From an optimization exercise on the open Yosys and OpenROAD flow, aimed at small area, a short achievable clock period and few clock cycles; shortcuts taken in it are not production practice. Only simulation tests tie the RTL to the original design; equivalence was not proved.

## config.mk

```make
export PLATFORM = sky130hd
export DESIGN_NAME = xoodoo
export DESIGN_NICKNAME = xoodoo
export VERILOG_FILES = /design/flow/design.v
export SDC_FILE = /design/flow/constraint.sdc
export NUM_CORES = 4
export LEC_CHECK = 0
export CAP_MARGIN = 20
export CORE_MARGIN = 2
export CORE_UTILIZATION = 35
export SLEW_MARGIN = 20
```

## constraint.sdc

```tcl
create_clock -name core_clock -period 6.5 [get_ports {clk_i}]
set_input_delay 1.3000 -clock core_clock [delete_from_list [all_inputs] [get_ports {clk_i}]]
set_output_delay 1.3000 -clock core_clock [all_outputs]
set_load 0.01 [all_outputs]
```

## design.v

```verilog
module xoodoo_rc(
    state_in,
    state_out,
    rc
);
    input  [5:0] state_in;
    output [5:0] state_out;
    output [31:0] rc;
    wire [2:0] si;
    wire [3:0] temp_new_si;
    wire [2:0] new_si;
    wire [2:0] qi;
    wire [2:0] new_qi;
    wire [3:0] qi_plus_t3;
    assign si = state_in[2:0];
    assign temp_new_si = {1'b0, si} + {si[1:0], si[2]};
    assign new_si = temp_new_si[2:0] + {2'b0, temp_new_si[3]};
    assign state_out[2:0] = new_si;
    assign qi = state_in[5:3];
    assign new_qi[0] = qi[2];
    assign new_qi[1] = qi[0] ^ qi[2];
    assign new_qi[2] = qi[1];
    assign state_out[5:3] = new_qi;
    assign qi_plus_t3 = {1'b1, qi};
    assign rc[31:10] = 22'h0;
    assign rc[9:0] = (si == 3'b001) ? {5'b0, qi_plus_t3[3], qi_plus_t3[2], qi_plus_t3[1], qi_plus_t3[0], 1'b0} :
                     (si == 3'b010) ? {4'b0, qi_plus_t3[3], qi_plus_t3[2], qi_plus_t3[1], qi_plus_t3[0], 2'b0} :
                     (si == 3'b011) ? {3'b0, qi_plus_t3[3], qi_plus_t3[2], qi_plus_t3[1], qi_plus_t3[0], 3'b0} :
                     (si == 3'b100) ? {2'b0, qi_plus_t3[3], qi_plus_t3[2], qi_plus_t3[1], qi_plus_t3[0], 4'b0} :
                     (si == 3'b101) ? {1'b0, qi_plus_t3[3], qi_plus_t3[2], qi_plus_t3[1], qi_plus_t3[0], 5'b0} :
                     (si == 3'b110) ? {qi_plus_t3[3], qi_plus_t3[2], qi_plus_t3[1], qi_plus_t3[0], 6'b0} :
                     10'b0;
endmodule
module xoodoo_round(
    state_in,
    rc,
    state_out
);
    input  [383:0] state_in;
    input  [31:0]  rc;
    output [383:0] state_out;
    reg  [31:0] state_array [0:2][0:3];
    reg  [31:0] theta_out [0:2][0:3];
    reg  [31:0] rho_w_out [0:2][0:3];
    reg  [31:0] iota_out [0:2][0:3];
    reg  [31:0] chi_out [0:2][0:3];
    reg  [31:0] rho_e_out [0:2][0:3];
    reg  [31:0] P [0:3];
    reg  [31:0] E [0:3];
    integer x, y;
    always @(*) begin
        for (y = 0; y < 3; y = y + 1)
            for (x = 0; x < 4; x = x + 1)
                state_array[y][x] = state_in[128*y + 32*x +: 32];
    end
    always @(*) begin
        for (x = 0; x < 4; x = x + 1)
            P[x] = state_array[0][x] ^ state_array[1][x] ^ state_array[2][x];
    end
    function [31:0] rotl32;
        input [31:0] val;
        input [4:0]  shift;
        begin
            rotl32 = (val << shift) | (val >> (32 - shift));
        end
    endfunction
    always @(*) begin
        for (x = 0; x < 4; x = x + 1) begin
            E[x] = rotl32(P[(x+3) % 4], 5) ^ rotl32(P[(x+3) % 4], 14);
        end
    end
    always @(*) begin
            for (y = 0; y < 3; y = y + 1)
            for (x = 0; x < 4; x = x + 1)
                theta_out[y][x] = state_array[y][x] ^ E[x];
    end
    always @(*) begin
            for (x = 0; x < 4; x = x + 1) begin
            rho_w_out[0][x] = theta_out[0][x];
            rho_w_out[1][x] = theta_out[1][(x+3) % 4];
            rho_w_out[2][x] = rotl32(theta_out[2][x], 11);
        end
    end
    always @(*) begin
        for (y = 0; y < 3; y = y + 1)
            for (x = 0; x < 4; x = x + 1)
                if (y == 0 && x == 0)
                    iota_out[y][x] = rho_w_out[y][x] ^ rc;
                else
                    iota_out[y][x] = rho_w_out[y][x];
    end
    reg [31:0] B0, B1, B2;
    always @(*) begin
        for (x = 0; x < 4; x = x + 1) begin
            B0 = (~iota_out[1][x]) & iota_out[2][x];
            B1 = (~iota_out[2][x]) & iota_out[0][x];
            B2 = (~iota_out[0][x]) & iota_out[1][x];
            chi_out[0][x] = iota_out[0][x] ^ B0;
            chi_out[1][x] = iota_out[1][x] ^ B1;
            chi_out[2][x] = iota_out[2][x] ^ B2;
        end
    end
    always @(*) begin
        for (x = 0; x < 4; x = x + 1) begin
            rho_e_out[0][x] = chi_out[0][x];
            rho_e_out[1][x] = rotl32(chi_out[1][x], 1);
            rho_e_out[2][x] = rotl32(chi_out[2][(x+2) % 4], 8);
        end
    end
    reg [383:0] state_out_reg;
    always @(*) begin
        for (y = 0; y < 3; y = y + 1)
            for (x = 0; x < 4; x = x + 1)
                state_out_reg[128*y + 32*x +: 32] = rho_e_out[y][x];
    end
    assign state_out = state_out_reg;
endmodule
module xoodoo_n_rounds(
    state_in,
    state_out,
    rc_state_in,
    rc_state_out
);
    parameter roundPerCycle = 2;
    input  [383:0] state_in;
    output [383:0] state_out;
    input  [5:0]   rc_state_in;
    output [5:0]   rc_state_out;
    wire [383:0] round_outputs [0:roundPerCycle-1];
    wire [31:0]  round_rc_values [0:roundPerCycle-1];
    wire [5:0]   round_rc_outputs [0:roundPerCycle-1];
    genvar r;
    generate
        for (r = 0; r < roundPerCycle; r = r + 1) begin : gen_rounds
            xoodoo_rc rc_inst(
                .state_in(r == 0 ? rc_state_in : round_rc_outputs[r-1]),
                .state_out(round_rc_outputs[r]),
                .rc(round_rc_values[r])
            );
            xoodoo_round round_inst(
                .state_in(r == 0 ? state_in : round_outputs[r-1]),
                .rc(round_rc_values[r]),
                .state_out(round_outputs[r])
            );
        end
    endgenerate
    assign state_out = round_outputs[roundPerCycle-1];
    assign rc_state_out = round_rc_outputs[roundPerCycle-1];
endmodule
module xoodoo(
    clk_i,
    rst_i,
    start_i,
    state_valid_o,
    init_reg,
    word_in,
    word_index_in,
    word_enable_in,
    domain_i,
    domain_enable_i,
    word_out
);
    input               clk_i;
    input               rst_i;
    input               start_i;
    output              state_valid_o;
    input               init_reg;
    input      [31:0]   word_in;
    input      [3:0]    word_index_in;   
    input               word_enable_in;
    input      [31:0]   domain_i;
    input               domain_enable_i;
    output     [31:0]   word_out;
    parameter roundPerCycle = 2;
    parameter active_rst = 1'b1;
    reg  [383:0] reg_value;
    wire [383:0] round_in_state;
    wire [383:0] round_out_state;
    reg  [5:0]  rc_state_in;
    wire [5:0]  rc_state_out;
    reg         done;
    reg         running;
    xoodoo_n_rounds #(.roundPerCycle(roundPerCycle)) rounds_inst(
        .state_in(reg_value),
        .state_out(round_out_state),
        .rc_state_in(rc_state_in),
        .rc_state_out(rc_state_out)
    );
    always @(posedge clk_i) begin
        if (rst_i == active_rst) begin
            reg_value <= 384'h0;
        end else begin
            if (init_reg == 1'b1) begin
                reg_value <= 384'h0;
            end else if (running == 1'b1 || start_i == 1'b1) begin
                reg_value <= round_out_state;
            end else begin
                if (domain_enable_i == 1'b1) begin
                    reg_value[383:352] <= reg_value[383:352] ^ domain_i;
                end
                if (word_enable_in == 1'b1) begin
                    reg_value[word_index_in*32 +: 32] <= 
                        reg_value[word_index_in*32 +: 32] ^ word_in;
                end
            end
        end
    end
    assign word_out = (word_index_in < 4'd12) ? reg_value[word_index_in*32 +: 32] : 32'h0;
    always @(posedge clk_i) begin
        if (rst_i == active_rst) begin
            done <= 1'b0;
            running <= 1'b0;
            rc_state_in <= 6'b011011;   
        end else begin
            if (start_i == 1'b1) begin
                done <= 1'b0;
                running <= 1'b1;
                rc_state_in <= rc_state_out;
            end else if (running == 1'b1) begin
                done <= 1'b0;
                running <= 1'b1;
                rc_state_in <= rc_state_out;
            end
            if (rc_state_out == 6'b010011) begin
                done <= 1'b1;
                running <= 1'b0;
                rc_state_in <= 6'b011011;   
            end
        end
    end
    assign state_valid_o = done;
endmodule
```

## run.sh

```bash
#!/bin/bash
# synth_recipe.tcl (not shown) runs the flow's synth.tcl, then flattens the netlist and writes it again
# the make line also repeats each setting of config.mk as NAME=value (left out here)
make -C /OpenROAD-flow-scripts/flow DESIGN_CONFIG=/design/flow/config.mk WORK_HOME=/design/flow/orfs CLKGATE_MAP_FILE= SYNTH_SCRIPT=/design/flow/synth_recipe.tcl finish
```

==> summary.txt <==
* Die height at 383 um
* XOR/XNOR Fraction of Synth Area at 55.8%
* Post-CTS setup buffers at 0
* Area contributors post-synth: xnor3_1, dfxtp_1, xnor2_1
* Skew-Pair Late Insertion Delay at 750 ps
* Syn Nets at 5,067
* Clock Sinks at 392
* DR vias/cell at 6.32
* Worst Hold Path EP: done$_SDFFE_PP0P_
* Largest family of logic cells by synthesized area: XOR/XNOR gates
* Main synth FF type: dfxtp_1
* Min Tclk post-route at 6070 ps
* Simple-gate portion of the synthesized area at 11.1%
* Share of the synthesized area in the top cell type at 22.2%
* Residual DRC at 0
* Die ar. at 0.147 mm^2
* Area Growth Syn to Fin at 15.8%
* Avg Cell Area, Syn at 10.1 um^2
* CP Data Arrival Time at 4770 ps
* Critical path class: input port to output pin
* Number of I/O port buffers at 106
* Setup TNS at 0 ps
* Slowest CP cell: o21ai_0
* Pin count of the biggest net entering global routing at 137
* Layout cell share with drive strength beyond 1 at 15.3%
* Top sig layer: met5
* Nets at 5,381
* Initial antenna violation count at 23
* Synth async-reset ratio at 0%
* Final setup fails at 0
* WP data required at 5200 ps
* Adder-Cell Fraction of Synth Area at 0.338%
* Commonest non-fill, non-tap cell in the layout: xnor2_1
* Design Area, Final at 0.0583 mm^2
* Final hold vios at 0
* Reg2Reg Depth at 11
* Final Max Tran Viols at 0
* Critical Path End Type: output pin
* First-pass GRT wire length at 463,000 um
* WL final at 376,000 um
* Hold depth at 2
* Mapped Cells at 4,980
* Row cnt at 139
* CTS Buffer Depth at 3
* Wl on met1 at 143,000 um
* Yosys reg bits at 392
* Leading area contributor after synthesis: xnor3_1
* Fin crit share at 93.4%
* FILL cells at 14,200
* Fin Clk Skew at 49.3 ps
* Total CTS buffers at 60
* Critical path fanouts, max at 13
* Slew @ Worst Pin at 1340 ps
* Fmax at 0.165 GHz
* Mux contribution to synthesized area at 6.08%
* Routed WL per cell at 51.8 um
* Vias in the first global route at 40,200
* HP Class: register to register
* R2R Setup Slk at 590 ps
* Final hold slack at 501 ps
* H-tree levels at 2
* Routed via count at 45,900
* Core ar. at 0.143 mm^2
* Final core occ at 40.7%
* Synth warn at 11
* Final GP Congestion at 1.17
* Setup WS post-layout at 431 ps
* Startpoint Class: input port
* GRT Util Overall at 49.9%
* Min-delay src: done$_SDFFE_PP0P_
* Status: timing/DRC/antenna clean
* Number of routed nets with antenna violations at 0
* Number of max-cap violations at 0
* I/O pin count at 107
* Post-synthesis compound-gate area fraction at 9.23%
* Most frequent cells in the layout: xnor2_1, nor2_1, xnor3_1
* Unrepaired setup endpoints after global routing: no
* First-pass detailed-route iteration total at 6
* Clock transition at path regs at 60 ps
* Crit-path cells: clkdlybuf4s50_1 > inv_2 > buf_4 > mux2i_1 > o21ai_0 > buf_4 > clkdlybuf4s50_1
* Footprint of the multi-input gates at 0.0418 mm^2
* Die X-Extent at 383 um
* Yosys cell types at 57
* Mapped cell area at 0.0504 mm^2
* CTS Hold Bufs at 0
* Reg2reg end: reg_value[374]$_SDFF_PP0_
* DP Wirelength at 313,000 um
* Wire length on met3 at 52,600 um
* GRT overflow at 0
* Clock root cell: clkbuf_16
* Slowest Stage Delay on Critical Path at 750 ps
* CTS tree: yes
* R2R Path Start: reg_value[219]$_SDFFE_PP0P_
* Pre-CTS setup slack at 667 ps
* Post-synthesis sequential area ratio at 15.6%
* PostCTS Resize Cnt at 0
* Slew margin rel. at 10.1%
* Register area at 0.00785 mm^2
* Initial Util at 35.2%
* Detailed router's first-iteration violation count at 8,547
* Post-synth EDFFs at 0
* Metal2 WL at 143,000 um
* Placed cell areas at 0.0562 mm^2
worst max-delay path by stage:
stage | to | cells after the start | from | slack, ps
2_1_floorplan | word_out[12] | 6 | word_index_in[0] | 1800
3_3_place_gp | word_out[25] | 7 | word_index_in[3] | 680
3_5_place_dp | word_out[25] | 7 | word_index_in[3] | 670
4_1_cts | word_out[25] | 7 | word_index_in[3] | 650
5_1_grt | word_out[25] | 7 | word_index_in[3] | 650
6_report | word_out[25] | 7 | word_index_in[3] | 430
layer usage:
metal  up-vias  track usage (%)
met5         -                0
met4         8             39.2
met3       969             20.1
met2      3974             66.4
met1     23100             63.4
li1      17800                -
layout make-up:
| class | count | area share [%] |
|---|---|---|
| flip-flops and latches | 392 | 13.5 |
| repair buffers | 498 | 7.07 |
| inverters | 13 | 0.0837 |
| clock inverters | 28 | 0.641 |
| diodes | 9 | 0.0386 |
| well taps | 1903 | 4.08 |
| multi-input cells | 4329 | 71.6 |
| clock buffers | 84 | 3.01 |
metrics by stage:
step,instances
CTS,7246
detailed placement,7134
floorplan,4980
finish,7256
global placement,7133
global route,7247
worst max-delay path, delay by kind of cell:
family	cells	cell delay, ps
multiplexers	1	120
AO/OA/AOI/OAI	1	750
buffers and inverters	5	2570
cells in the mapped netlist (all sizes together) (3+ instances only):
library cell  count
and2              8
nand4             3
nand3b            5
nor3              3
nor2b           184
a21o              6
clkbuf          223
mux4             96
nand3            12
o21ai           106
mux2i            79
xor3            129
a22oi             6
o22ai           345
dfxtp           392
nor2            556
xnor3           545
nand2           362
ha               12
a21oi           353
buf              23
nand2b          111
or2               3
xor2            468
xnor2           904
nor4b             3
mux2             10
inv              13
registers in the layout, indices dropped and copies added (netlist names):
name,count
reg_value,384
rc_state_in,6
done,1
running,1
cell families after synthesis:
kind of cell               count (synthesis)
AOI/OAI and AO/OA                        829
xor gates and xnor gates                2046
adders and majority gates                 13
buffers and inverters                    259
DFF                                      392
muxes                                    185
and+or+nand+nor                         1256
Testbench counts, summed over its fixed seeds: cycles 15,110.

## afterwards: timing with drivers on the ports
In the flow no input, the clock included, has a driving cell. The finished layout below was timed again as built, in two steps.
Step 1: set_driving_cell puts a clkbuf_16 on clk_i and a buf_2 on each other input, an assumption about the parent block.
Step 2 times the ports against the registers' clock, not the clock port: input delays grow and output delays shrink by t, the midpoint of the rising clock arrivals with the driver on.
Three values: ideal, step 1, step 2; two values: the first two.
shift t [ns]: 0.811
setup slack, ns: 0.431 / 0.409 / 0.409
worst setup path at the end: input to output
After both steps this run still meets setup and hold. For this run, drivers alone change the setup slack by -0.022 ns; drivers and shift together by -0.022 ns.
